This is an optimization exercise on Yosys and OpenROAD, whose aim is small area, not a production implementation.
In this exercise RTL edits were held to simulation tests only and were not proved equivalent to the original.
No activity file was given, so power comes from the tool's default toggle rates.

### design/flow/config.mk
export PLATFORM = sky130hd
export DESIGN_NAME = DE1_SoC
export DESIGN_NICKNAME = DE1_SoC
export VERILOG_FILES = /design/flow/design.v
export SDC_FILE = /design/flow/constraint.sdc
export NUM_CORES = 4
export LEC_CHECK = 0
export CAP_MARGIN = 20
export CORE_MARGIN = 2
export CORE_UTILIZATION = 40
export SLEW_MARGIN = 20
### design/flow/constraint.sdc
create_clock -name core_clock -period 10.0 [get_ports {CLOCK_50}]
set_input_delay 2.0000 -clock core_clock [delete_from_list [all_inputs] [get_ports {CLOCK_50}]]
set_output_delay 2.0000 -clock core_clock [all_outputs]
set_load 0.01 [all_outputs]
### design/flow/design.v
module DFF_2( clk, reset, D, Q);
	output logic Q;
	input logic clk, reset, D;
	parameter NumOfDff = 2;
	logic [ NumOfDff - 1 : 0 ] q;
	always_ff @( posedge clk ) begin
		if ( reset == 1'b1 ) begin
			q <= '0;
		end else begin
			q <= { q[ NumOfDff - 2 : 0], D };
		end
	end
	assign Q = q[ NumOfDff - 1 ];
endmodule
module button (clk, reset, inputButton, out);
	input logic clk, reset;
	input logic inputButton;
	output logic out;
	logic tempOut;
	DFF_2 d0 (.clk, .reset, .D(~inputButton), .Q(tempOut));
	enum logic [1:0]{off = 2'b00, semi= 2'b01, on = 2'b11} ps, ns;
	always_comb begin
		case (ps)
			off:
				if(tempOut)	begin											ns = semi;
				end else begin												ns = off;
				end 
			semi:
				if(tempOut)	begin											ns = semi;
				end else begin												ns = on;
				end
			on:
				begin															ns = off;
				end	
			default: ns = off;
		endcase
	end
	assign out = (ps == on);
	always_ff @(posedge clk) begin
		if (reset)				ps <= off;						
		else 		 				ps <= ns;						
	end
endmodule
module counters (clk, reset, up, topRow, HEX0);
	input logic clk, reset, up;
	input logic [15:0] topRow;
	output logic [6:0] HEX0;
	logic [3:0] ps, ns;
	parameter zero = 5'b00000, one = 5'b00001, two = 5'b00010, three = 5'b00011, four = 5'b00100, five = 5'b00101, six = 5'b00110, seven = 5'b00111, eight = 5'b01000, nine = 5'b01001,
	          ten = 5'b01010 , eleven = 5'b01011, twelve = 5'b01100, thirteen = 5'b01101, fourteen = 5'b01110, fifteen = 5'b01111,
				 sixteen = 5'b10000, seventeen = 5'b10001;
	logic increase;
	assign increase = up & (topRow != 16'b0000000000000000);  
	always_comb begin
		if ((ps == seventeen) & (increase)) begin		ns = zero;
		end
		else if ((ps == zero) & increase) begin	   ns = one;
		end
		else if ((ps == one) & increase) begin		   ns = two;
		end
		else if ((ps == two) & increase) begin		   ns = three;
		end
		else if ((ps == three) & increase) begin	ns = four;
		end
		else if ((ps == four) & increase) begin	ns = five;
		end
		else if ((ps == five) & increase) begin	ns = six;
		end
		else if ((ps == six) & increase) begin		ns = seven;
		end
		else if ((ps == seven) & increase) begin	ns = eight;
		end
		else if ((ps == eight) & increase) begin	ns = nine;
		end
	   else if ((ps == nine) & increase) begin	ns = ten;
		end
		else if ((ps == ten) & increase) begin	ns = eleven;
		end
		else if ((ps == eleven) & increase) begin	ns = twelve;
		end
		else if ((ps == twelve) & increase) begin	ns = thirteen;
		end
		else if ((ps == thirteen) & increase) begin	ns = fourteen;
		end
		else if ((ps == fourteen) & increase) begin	ns = fifteen;
		end
		else if ((ps == fifteen) & increase) begin	ns = sixteen;
		end
		else if ((ps == sixteen) & increase) begin	ns = seventeen;
		end
		else begin											ns = ps;
		end
	end
	HEXDisplay score (.state(ps), .HEX0);
   always_ff @(posedge clk) begin
    	if (reset) begin
            ps <= zero;
      end
      else begin
				ps <= ns;
      end
	end
endmodule
module HEXDisplay (state, HEX0);
	input [3:0] state;
	output logic [6:0] HEX0;
	parameter zero = 4'b0000, one = 4'b0001, two = 4'b0010, three = 4'b0011, four = 4'b0100, five = 4'b0101, six = 4'b0110, seven = 4'b0111, eight = 4'b1000, nine = 4'b1001;
	logic [6:0] off, ZERO, ONE, TWO, THREE, FOUR, FIVE, SIX, SEVEN, EIGHT, NINE;
	assign off  = 7'b1111111; 
	assign ZERO = 7'b1000000;
	assign ONE  = 7'b1111001;
	assign TWO  = 7'b0100100;
	assign THREE= 7'b0110000;
	assign FOUR = 7'b0011001;
	assign FIVE = 7'b0010010;
	assign SIX  = 7'b0000010;
	assign SEVEN= 7'b1111000;
	assign EIGHT= 7'b0000000;
	assign NINE = 7'b0010000;
	always_comb begin
		case (state)
			zero    : HEX0 = ZERO;
			one     : HEX0 = ONE;
			two     : HEX0 = TWO;
			three   : HEX0 = THREE;
			four    : HEX0 = FOUR;
			five    : HEX0 = FIVE;
			six     : HEX0 = SIX;
			seven   : HEX0 = SEVEN;
			eight   : HEX0 = EIGHT;
			nine    : HEX0 = NINE;
			default : HEX0 = off;
		endcase
	end
endmodule
module collision (clk, gA, rA, resetgame);
	input logic clk;
	input logic [15:0][15:0] gA, rA;
	output logic resetgame;
	always_ff @(posedge clk) begin
		if (((gA[0] & rA[0])  != 16'b0000000000000000) | ((gA[1] & rA[1]) != 16'b0000000000000000)  | ((gA[2] & rA[2]) != 16'b0000000000000000)
			|((gA[3] & rA[3])  != 16'b0000000000000000) | ((gA[4] & rA[4]) != 16'b0000000000000000)  | ((gA[5] & rA[5]) != 16'b0000000000000000) 
			|((gA[6] & rA[6])  != 16'b0000000000000000) | ((gA[7] & rA[7]) != 16'b0000000000000000)  | ((gA[8] & rA[8]) != 16'b0000000000000000)
			|((gA[9] & rA[9])  != 16'b0000000000000000) | ((gA[10] & rA[10]) != 16'b0000000000000000)| ((gA[11] & rA[11]) != 16'b0000000000000000)
			|((gA[12] & rA[12]) != 16'b0000000000000000)| ((gA[13] & rA[13]) != 16'b0000000000000000)| ((gA[14] & rA[14]) != 16'b0000000000000000)
			|((gA[15] & rA[15]) != 16'b0000000000000000)) begin
			resetgame <= 1'b1;
		end else begin
			resetgame <= 1'b0;
		end
	end
endmodule
module frog(clk, reset, resetField, pause, left, right, up, down , currentArray, greenArray );
	input logic clk, left, right, up, down, reset, resetField, pause;
	input logic [15:0][15:0] currentArray;
	output logic [15:0][15:0] greenArray;
	always_ff @(posedge clk) begin
    	if (reset | resetField | (up & currentArray[15] != 16'b0000000000000000)) begin
          greenArray <= {{16'b0000000000000000},
								{16'b00000000000000000},
								{16'b00000000000000000},
								{16'b00000000000000000},
								{16'b00000000000000000},
								{16'b00000000000000000},
								{16'b00000000000000000},
								{16'b00000000000000000},
								{16'b00000000000000000},
								{16'b00000000000000000},
								{16'b00000000000000000},
								{16'b00000000000000000},
								{16'b00000000000000000},
								{16'b00000000000000000},
								{16'b00000000000000000},
								{16'b00000001000000000}
								};
		end else if (down & currentArray[0] != 16'b0000000000000000) begin  
			greenArray <= currentArray;
		end else if (down) begin   
			greenArray[15] <= 16'b0000000000000000;
			greenArray[14:0] <= currentArray[15:1];
		end else if (up) begin
			greenArray[15:1] <= currentArray[14:0];
			greenArray[0] <= 16'b0000000000000000;
		end else if (right & (currentArray[0][0] == 1'b1 | currentArray[1][0] == 1'b1 | currentArray[2][0] == 1'b1 | currentArray[3][0] == 1'b1 | currentArray[4][0] == 1'b1 |
					currentArray[5][0] == 1'b1  | currentArray[6][0] == 1'b1 | currentArray[7][0] == 1'b1  |
					currentArray[8][0] == 1'b1  | currentArray[9][0] == 1'b1  | currentArray[10][0] == 1'b1 |
					currentArray[11][0] == 1'b1 | currentArray[12][0] == 1'b1 | currentArray[13][0] == 1'b1 |
					currentArray[14][0] == 1'b1 | currentArray[15][0] == 1'b1)) begin   
			greenArray[0] <= {currentArray[0][0], currentArray[0][15:1]};
			greenArray[1] <= {currentArray[1][0], currentArray[1][15:1]};
			greenArray[2] <= {currentArray[2][0], currentArray[2][15:1]};
			greenArray[3] <= {currentArray[3][0], currentArray[3][15:1]};
			greenArray[4] <= {currentArray[4][0], currentArray[4][15:1]};
			greenArray[5] <= {currentArray[5][0], currentArray[5][15:1]};
			greenArray[6] <= {currentArray[6][0], currentArray[6][15:1]};
			greenArray[7] <= {currentArray[7][0], currentArray[7][15:1]};
			greenArray[8] <= {currentArray[8][0], currentArray[8][15:1]};
			greenArray[9] <= {currentArray[9][0], currentArray[9][15:1]};
			greenArray[10] <= {currentArray[10][0], currentArray[10][15:1]};
			greenArray[11] <= {currentArray[11][0], currentArray[11][15:1]};
			greenArray[12] <= {currentArray[12][0], currentArray[12][15:1]};
			greenArray[13] <= {currentArray[13][0], currentArray[13][15:1]};
			greenArray[14] <= {currentArray[14][0], currentArray[14][15:1]};
			greenArray[15] <= {currentArray[15][0], currentArray[15][15:1]};
		end else if (right) begin   
			greenArray[0] <= {1'b0, currentArray[0][15:1]};
			greenArray[1] <= {1'b0, currentArray[1][15:1]};
			greenArray[2] <= {1'b0, currentArray[2][15:1]};
			greenArray[3] <= {1'b0, currentArray[3][15:1]};
			greenArray[4] <= {1'b0, currentArray[4][15:1]};
			greenArray[5] <= {1'b0, currentArray[5][15:1]};
			greenArray[6] <= {1'b0, currentArray[6][15:1]};
			greenArray[7] <= {1'b0, currentArray[7][15:1]};
			greenArray[8] <= {1'b0, currentArray[8][15:1]};
			greenArray[9] <= {1'b0, currentArray[9][15:1]};
			greenArray[10] <= {1'b0, currentArray[10][15:1]};
			greenArray[11] <= {1'b0, currentArray[11][15:1]};
			greenArray[12] <= {1'b0, currentArray[12][15:1]};
			greenArray[13] <= {1'b0, currentArray[13][15:1]};
			greenArray[14] <= {1'b0, currentArray[14][15:1]};
			greenArray[15] <= {1'b0, currentArray[15][15:1]};
		end else if (left & (currentArray[0][15] == 1'b1 | currentArray[1][15] == 1'b1 | currentArray[2][15] == 1'b1 | currentArray[3][15] == 1'b1 | currentArray[4][15] == 1'b1 |
					currentArray[5][15] == 1'b1 | currentArray[6][15] == 1'b1 | currentArray[7][15] == 1'b1 | currentArray[8][15] == 1'b1 | currentArray[9][15] == 1'b1 | 
					currentArray[10][15] == 1'b1| currentArray[11][15] == 1'b1| currentArray[12][15] == 1'b1| currentArray[13][15] == 1'b1| currentArray[14][15] == 1'b1| currentArray[15][15] == 1'b1)) begin  
			greenArray[0] <= {currentArray[0][14:0], currentArray[0][15]};
			greenArray[1] <= {currentArray[1][14:0], currentArray[1][15]};
			greenArray[2] <= {currentArray[2][14:0], currentArray[2][15]};
			greenArray[3] <= {currentArray[3][14:0], currentArray[3][15]};
			greenArray[4] <= {currentArray[4][14:0], currentArray[4][15]};
			greenArray[5] <= {currentArray[5][14:0], currentArray[5][15]};
			greenArray[6] <= {currentArray[6][14:0], currentArray[6][15]};
			greenArray[7] <= {currentArray[7][14:0], currentArray[7][15]};
			greenArray[8] <= {currentArray[8][14:0], currentArray[8][15]};
			greenArray[9] <= {currentArray[9][14:0], currentArray[9][15]};
			greenArray[10] <= {currentArray[10][14:0], currentArray[10][15]};
			greenArray[11] <= {currentArray[11][14:0], currentArray[11][15]};
			greenArray[12] <= {currentArray[12][14:0], currentArray[12][15]};
			greenArray[13] <= {currentArray[13][14:0], currentArray[13][15]};
			greenArray[14] <= {currentArray[14][14:0], currentArray[14][15]};
			greenArray[15] <= {currentArray[15][14:0], currentArray[15][15]};
		end else if (left) begin
			greenArray[0] <= {currentArray[0][14:0], 1'b0};
			greenArray[1] <= {currentArray[1][14:0], 1'b0};
			greenArray[2] <= {currentArray[2][14:0], 1'b0};
			greenArray[3] <= {currentArray[3][14:0], 1'b0};
			greenArray[4] <= {currentArray[4][14:0], 1'b0};
			greenArray[5] <= {currentArray[5][14:0], 1'b0};
			greenArray[6] <= {currentArray[6][14:0], 1'b0};
			greenArray[7] <= {currentArray[7][14:0], 1'b0};
			greenArray[8] <= {currentArray[8][14:0], 1'b0};
			greenArray[9] <= {currentArray[9][14:0], 1'b0};
			greenArray[10] <= {currentArray[10][14:0], 1'b0};
			greenArray[11] <= {currentArray[11][14:0], 1'b0};
			greenArray[12] <= {currentArray[12][14:0], 1'b0};
			greenArray[13] <= {currentArray[13][14:0], 1'b0};
			greenArray[14] <= {currentArray[14][14:0], 1'b0};
			greenArray[15] <= {currentArray[15][14:0], 1'b0};
		end else if (pause) begin
			greenArray <= currentArray;
		end else begin
			greenArray <= currentArray;
		end
	end
endmodule
module enable1 (clk, reset, enable);
	input clk, reset;
	output reg enable;
	reg [13:0] num;
	always @(posedge clk)
		if (reset) begin
			enable <= 1'b0;
			num <= 0;
		end
		else if (num == 14'b00000000000000) begin
			enable <= 1'b1;
			num <= 14'b00000000000001;
		end
		else begin
			enable <= 1'b0;
			num <= num + 14'b00000000000001;
		end
endmodule
module enable2 (clk, reset, enable);
	input clk, reset;
	output reg enable;
	reg [12:0] num;
	always @(posedge clk)
		if (reset) begin
			enable <= 1'b0;
			num <= 0;
		end
		else if (num == 13'b0000000000000) begin
			enable <= 1'b1;
			num <= 13'b0000000000001;
		end
		else begin
			enable <= 1'b0;
			num <= num + 13'b0000000000001;
		end
endmodule
module enable3 (clk, reset, enable);
	input clk, reset;
	output reg enable;
	reg [11:0] num;
	always @(posedge clk)
		if (reset) begin
			enable <= 1'b0;
			num <= 0;
		end
		else if (num == 12'b000000000000) begin
			enable <= 1'b1;
			num <= 12'b000000000001;
		end
		else begin
			enable <= 1'b0;
			num <= num + 12'b000000000001;
		end
endmodule
module enable4 (clk, reset, enable);
	input clk, reset;
	output reg enable;
	reg [10:0] num;
	always @(posedge clk)
		if (reset) begin
			enable <= 1'b0;
			num <= 0;
		end
		else if (num == 11'b00000000000) begin
			enable <= 1'b1;
			num <= 11'b00000000001;
		end
		else begin
			enable <= 1'b0;
			num <= num + 11'b00000000001;
		end
endmodule
module cars (clk, reset, resetField, pause, currentArray, redArray, level);
	input logic clk, reset, resetField, pause;
	input logic [15:0][15:0] currentArray;
	output logic [15:0][15:0] redArray;
	input logic [3:0] level;
	logic enable, level1, level2, level3, level4;
   always_comb begin
		if (level == 4'b0010) begin
			enable = level2;
		end else if (level == 4'b0100) begin
			enable = level3;
		end else if (level == 4'b1000) begin
			enable = level4;
		end else begin
			enable = level1;
		end
	end
	enable1 lev1(.clk(clk), .reset(reset), .enable(level1));
	enable2 lev2(.clk(clk), .reset(reset), .enable(level2));
	enable3 lev3(.clk(clk), .reset(reset), .enable(level3));
	enable4 lev4(.clk(clk), .reset(reset), .enable(level4));
	always_ff @(posedge clk) begin
		if (reset || resetField) begin
			redArray <= {  {16'b1001100101100110},
								{16'b1001000001001100},
								{16'b0101100110001101},
								{16'b1010000100100100},
								{16'b1010001100101100},
								{16'b1011000110101100},
								{16'b1010001100101000},
								{16'b1011001100101101},
								{16'b1010101000101100},
								{16'b1011101100100100},
								{16'b1011000100101100},
								{16'b1011001100111100},
								{16'b0010011001101110},
								{16'b1011001100101000},
								{16'b1010101100101100},
								{16'b0000000000000000}
							  };
		end else if (pause) begin
			redArray <= currentArray;
		end else if (enable == 1'b1) begin 
			redArray[0] <= {currentArray[0][14:0], currentArray[0][15]};
			redArray[1] <= {currentArray[1][14:0], currentArray[2][15]};
			redArray[2] <= {currentArray[2][14:0], currentArray[3][15]};
			redArray[3] <= {currentArray[3][14:0], currentArray[6][15]};
			redArray[4] <= {currentArray[4][14:0], currentArray[8][15]};
			redArray[5] <= {currentArray[5][14:0], currentArray[10][15]};
			redArray[6] <= {currentArray[6][14:0], currentArray[12][15]};
			redArray[7] <= {currentArray[7][14:0], currentArray[13][15]};
			redArray[8] <= {currentArray[8][14:0], currentArray[14][15]};
			redArray[9] <= {currentArray[9][14:0], currentArray[15][15]};
			redArray[10] <= {currentArray[10][14:0], currentArray[13][15]};
			redArray[11] <= {currentArray[11][14:0], currentArray[11][15]};
			redArray[12] <= {currentArray[12][14:0], currentArray[9][15]};
			redArray[13] <= {currentArray[13][14:0], currentArray[7][15]};
			redArray[14] <= {currentArray[14][14:0], currentArray[4][15]};
			redArray[15] <= {currentArray[15][14:0], currentArray[1][15]};
		end else begin
			redArray <= currentArray;
		end
	end
endmodule
module LEDDriver #(parameter FREQDIV = 0) (GPIO_1, RedPixels, GrnPixels, EnableCount, CLK, RST);
    output logic [35:0] GPIO_1;
    input logic [15:0][15:0] RedPixels ;
    input logic [15:0][15:0] GrnPixels ;
    input logic EnableCount, CLK, RST;
    reg [(FREQDIV + 3):0] Counter;
    logic [3:0] RowSelect;
    assign RowSelect = Counter[(FREQDIV + 3):FREQDIV];
    always_ff @(posedge CLK)
    begin
        if(RST) Counter <= 'b0;
        else if(EnableCount) Counter <= Counter + 1'b1;
    end
    assign GPIO_1[35:32] = RowSelect;
    assign GPIO_1[31:16] = { GrnPixels[RowSelect][0], GrnPixels[RowSelect][1], GrnPixels[RowSelect][2], GrnPixels[RowSelect][3], GrnPixels[RowSelect][4], GrnPixels[RowSelect][5], GrnPixels[RowSelect][6], GrnPixels[RowSelect][7], GrnPixels[RowSelect][8], GrnPixels[RowSelect][9], GrnPixels[RowSelect][10], GrnPixels[RowSelect][11], GrnPixels[RowSelect][12], GrnPixels[RowSelect][13], GrnPixels[RowSelect][14], GrnPixels[RowSelect][15] };
    assign GPIO_1[15:0] = { RedPixels[RowSelect][0], RedPixels[RowSelect][1], RedPixels[RowSelect][2], RedPixels[RowSelect][3], RedPixels[RowSelect][4], RedPixels[RowSelect][5], RedPixels[RowSelect][6], RedPixels[RowSelect][7], RedPixels[RowSelect][8], RedPixels[RowSelect][9], RedPixels[RowSelect][10], RedPixels[RowSelect][11], RedPixels[RowSelect][12], RedPixels[RowSelect][13], RedPixels[RowSelect][14], RedPixels[RowSelect][15] };
endmodule
module DE1_SoC (CLOCK_50, GPIO_1, HEX0, KEY, SW);
	input logic				CLOCK_50;  
	output logic [6:0] HEX0;
	input logic [3:0] KEY;
	input logic [9:0] SW;
	output logic	[35:0] GPIO_1;
	logic clk;
	assign clk = CLOCK_50;
	logic [15:0][15:0] greenArray, redArray;
	logic L, R, up, down;
	logic resetGame;
	logic level1, level2, level3, level4, pause, reset, k1, k2, k3, k4;
	assign level1 = SW[3];
	assign level2 = SW[4];
	assign level3 = SW[5];
	assign level4 = SW[6];
	assign pause = SW[0];
	assign reset = SW[9];
	always_comb begin
		if (!SW[1]) begin
			k1 = KEY[1];
			k2 = KEY[3];
			k3 = KEY[2];
			k4 = KEY[0];
		end else begin
			k1 = KEY[3];
			k2 = KEY[2];
			k3 = KEY[1];
			k4 = KEY[0];
		end
	end
	button butLeft(.clk(clk), .reset, .inputButton(k1), .out(L));
	button butUp(.clk(clk), .reset, .inputButton(k2), .out(up));
	button butDown(.clk(clk), .reset, .inputButton(k3), .out(down));
	button butRight(.clk(clk), .reset, .inputButton(k4), .out(R));
	counters score(.clk(clk), .reset(reset), .up(up), .topRow(greenArray[15]), .HEX0);
	collision c(.clk(clk), .gA(greenArray), .rA(redArray), .resetgame(resetGame));
	frog f(.clk(clk), .reset(reset), .resetField(resetGame), .pause(pause), .left(L), .right(R), .up(up), .down(down) , .currentArray(greenArray), .greenArray);
	cars car(.clk(clk), .reset(reset), .resetField(resetGame), .pause(pause), .currentArray(redArray), .redArray, .level({level4, level3, level2, level1}));
	LEDDriver test (.GPIO_1, .RedPixels(redArray), .GrnPixels(greenArray), .EnableCount(1'b1), .CLK(clk), .RST(reset | resetGame));
endmodule
### design/flow/run.sh
#!/bin/bash
# synth_recipe.tcl (not shown) runs the flow's synth.tcl, then flattens the netlist and writes it again
# the make line also repeats each setting of config.mk as NAME=value (left out here)
make -C /OpenROAD-flow-scripts/flow DESIGN_CONFIG=/design/flow/config.mk WORK_HOME=/design/flow/orfs CLKGATE_MAP_FILE= SYNTH_SCRIPT=/design/flow/synth_recipe.tcl finish
==> metrics.log <==
INFO  metric edff_count_synth = 0
INFO  metric critPathMaxFanout = 44
INFO  metric hold_path_class = register to register
INFO  metric gp_congestion = 1.01
INFO  metric avgRoutedWirePerCell = 27.8 µm
INFO  metric timing.critical_path.mode_cell = mux4_2
INFO  metric ys_ff_latch = 584
INFO  metric fp-row-count = 103
INFO  metric timing.final.setup_violations = 0
INFO  metric yosys_warnings = 13
INFO  metric power.clock.fraction = 42.2%
INFO  metric core-area = 0.0791 mm²
INFO  metric cellInternalPower = 0.00441 W
INFO  metric run_status = finished clean
INFO  metric irDropWorstVdd = 122 µV
INFO  metric leakagePower = 11.8 nW
INFO  metric grt_busiest_layer = met2
INFO  metric period_needed = 5930 ps
INFO  metric ys_dominant_reg_cell = dfxtp_1
INFO  metric drt.antenna.violating_nets = 0
INFO  metric hpwl = 89.6 mm
INFO  metric grt_max_degree = 249
INFO  metric final_nets = 3891
INFO  metric number_of_i_o_pins = 58
INFO  metric async_reset_ff_share = 0%
INFO  metric switching_share = 30.3%
INFO  metric cts.reportedPaths.clkPinSlew = 60 ps
INFO  metric area_delta_synth_final = 9.37%
INFO  metric tritoncts = built
INFO  metric preCtsSetupSlack = 4530 ps
INFO  metric worst_ep_required_time = 8000 ps
INFO  metric detailroute.via_count = 32671
INFO  metric die_x = 287 µm
INFO  metric share_comb_of_total_power = 15.7%
INFO  metric crit_path_cell_trace = buf_4 > mux4_2 > mux4_2 > clkdlybuf4s50_1
INFO  metric clkSinkCount = 584
INFO  metric max-slew-margin-rel = 18.3%
INFO  metric cts-root-buf = clkbuf_16
INFO  metric postSynthAreaPerCell = 7.87 µm²
INFO  metric cts_buffers = 68
INFO  metric crit_arrival = 3930 ps
INFO  metric totalPowerFinal = 0.00634 W
INFO  metric synth_nets = 4098
INFO  metric totalWireLength = 138 mm
INFO  metric crit_family = buffers and inverters
INFO  metric worst_clock_skew = 23.2 ps
INFO  metric rsz0062_at_grt = no
INFO  metric die_height = 287 µm
INFO  metric worst_skew_pair.late_latency = 630 ps
INFO  metric utilization = 44.3%
INFO  metric worst_slack = 4070 ps
INFO  metric globalRouteMet1Util = 45.4%
INFO  metric seq_area = 0.0117 mm²
INFO  metric die_area = 0.0823 mm²
INFO  metric synth_sequential_area_ratio = 36.5%
INFO  metric critPathCaptureType = primary output
INFO  metric gr-total-overflow = 0
INFO  metric worst_setup_path_start_kind = register
INFO  metric cts_max_level = 3
INFO  metric initial_core_util = 40.5%
INFO  metric critPathSlowestCell = buf_4
INFO  metric fmax = 0.169 GHz
INFO  metric io_buffer_count = 54
INFO  metric layout.filler_cells = 7899
INFO  metric avgViaCountPerCell = 6.58
INFO  metric drt_first_iter_violations = 5914
INFO  metric totalNegativeSetupSlack = 0 ps
INFO  metric global_route.usage.met3 = 8.44%
INFO  metric global_route.usage.met2 = 47.0%
INFO  metric via_count_of_the_first_global_routing_pass = 28640
INFO  metric timing_hold_violations_final = 0
INFO  metric timing.final.max_slew_violations = 0
INFO  metric drcViolationCount = 0
INFO  metric post_route_cells_drive_above_1_share = 8.57%
INFO  metric p_switching = 0.00192 W
INFO  metric synthesis.instances = 4069
INFO  metric ctsHoldBuffers = 0
INFO  metric grt_util_all_layers = 32.7%
INFO  metric drt_pass1_iterations = 6
INFO  metric tightest_slew = 1230 ps
INFO  metric layout_worst_path_cycle_share = 59.3%
INFO  metric drv_cap = 0
INFO  metric setup_fix_bufs_post_cts = 0
INFO  metric multiInputGateArea = 0.0187 mm²
INFO  metric grt_pass1_wl = 202 mm
INFO  metric antenna_found_initial = 9
INFO  metric synth_area = 0.0320 mm²
INFO  metric worst_path_class_setup = register to primary output
INFO  metric seqPwrFrac = 42.1%
INFO  metric clock_tree.buffer_depth = 3
INFO  metric synth.distinct_cells = 52
INFO  metric critical_path_buf_inv_count = 2
INFO  metric timing.critical_path.slowest_cell_delay = 770 ps
INFO  metric cts_resized = 0
INFO  metric power_per_cell_area = 181 mW/mm²
==> power groups by stage <==
stage / logic, W / registers (W) / clock network (W)
after global placement: 0.000968 / 0.00270 / 0
after CTS: 0.000976 / 0.00265 / 0.00267
after floorplan: 0.000752 / 0.00256 / 0
final: 0.000997 / 0.00267 / 0.00267
after global routing: 0.00106 / 0.00267 / 0.00277
after detailed placement: 0.000975 / 0.00270 / 0
==> per-stage QoR <==
stage | hold WS [ps] | std cells | area, µm²
floorplan | 402 | 4069 | 32000
detailed placement | 411 | 4841 | 32600
CTS | 420 | 4960 | 35000
finish | 418 | 4968 | 35000
global route | 430 | 4962 | 35000
global placement | 408 | 4841 | 32600
==> flip-flops by register name, indices dropped and copies added (netlist names), 4 cells and up <==
| register | cells |
|---|---|
| f.greenArray | 256 |
| car.redArray | 249 |
| car.lev1.num | 14 |
| car.lev2.num | 13 |
| car.lev3.num | 12 |
| car.lev4.num | 11 |
| score.ps | 4 |
| test.Counter | 4 |
==> final cells by class <==
cell class	instances	share of cell area (%)
sequential	584	33.4
antenna	7	0.0500
multi-input combinational	3092	53.3
clock buffer	99	5.83
clock inverter	20	0.804
tap	1050	3.75
inverter	17	0.182
timing repair buffer	99	2.66
==> cells by family after synthesis <==
kind of cell | after synthesis | synth area share (%)
simple gates | 1616 | 20.6
compound gates | 1258 | 24.5
flops | 584 | 36.5
buf+inv | 393 | 5.47
mux | 160 | 11.3
xor+xnor | 44 | 1.20
fa+ha+maj | 14 | 0.547
==> path summary, 6_finish.rpt <==
path / from / slack, ps / cells after the start / to
worst max-delay path: test.Counter[0]$_SDFF_PP0_ / 4070 / 4 / GPIO_1[18]
worst min-delay path: butUp.d0.q[1]$_SDFF_PP0_ / 420 / 1 / butUp.ps[1]$_SDFF_PP0_
worst max register to register: f.greenArray[10]$_SDFFE_PP0P_ / 5800 / 7 / f.greenArray[247]$_SDFFE_PP0P_
worst min register to register: butUp.d0.q[1]$_SDFF_PP0_ / 420 / 1 / butUp.ps[1]$_SDFF_PP0_
==> routing by layer <==
layer | vias up | routed length [µm] | part of all wire [%]
met4 | 10 | 7500 | 5.4
li1 | 14378 | - | -
met1 | 15662 | 53800 | 39
met5 | - | 104 | 0.075
met3 | 385 | 17900 | 13
met2 | 2236 | 58900 | 43
==> cell usage in the layout, fill, tap and decap left out, types with 3 or more instances in the layout <==
master,count
o21ai_1,42
clkinv_2,11
bufinv_16,7
clkbuf_1,12
a211oi_1,5
and3_1,9
a21o_1,12
nand2b_1,6
diode_2,7
nand3_1,164
a21oi_1,631
xor2_1,31
nor2b_1,8
a221oi_1,91
dfxtp_1,580
ha_1,14
nor4b_1,8
nor3_1,21
clkbuf_16,71
o2111ai_1,16
inv_1,17
or3_1,3
nor4_1,18
a22o_1,77
xnor2_1,13
nand2_1,1046
clkbuf_8,16
mux4_2,160
a311oi_1,199
and4_1,6
nor2_1,286
nand4_1,23
buf_12,3
and2_1,5
clkdlybuf4s50_1,53
o21ai_0,170
buf_4,41
==> cell usage after synthesis (31+ instances only) <==
library cell | instances | share of area [%]
a221oi_1 | 91 | 2.5
dfxtp_1 | 584 | 37
nand3_1 | 164 | 2.6
a22o_1 | 77 | 2.1
o21ai_1 | 42 | 0.66
buf_2 | 93 | 1.5
nand2_1 | 1048 | 12
a311oi_1 | 199 | 5.4
mux4_2 | 160 | 11
o21ai_0 | 170 | 2.7
xor2_1 | 31 | 0.85
a21oi_1 | 632 | 9.9
clkbuf_1 | 228 | 2.7
nor2_1 | 288 | 3.4

re-timing with driven ports:
The results above use ideal ports. As a check the final layout listed here was re-extracted and re-timed, cells and wires unchanged.
Step 1 sets driving cells, clkbuf_16 on the clock port and buf_2 on the other inputs (assumed; they add their load-dependent delay and slew).
Step 2 times the ports against the registers' clock, not the clock port: input delays grow and output delays shrink by t, the midpoint of the rising clock arrivals with the driver on.
a / b / c = ideal ports / drivers / drivers and shift; a / b = the first two.
shift t [ns]: 0.681
slack for setup (ns): 4.066 / 3.998 / 4.415
worst register clock-pin slew, ns: 0.07 / 0.07
worst data-port slew with drivers (ns): 0.03
After both steps setup and hold are still met in this run. For this run, drivers alone change the setup slack by -0.068 ns; drivers and shift together by +0.349 ns.
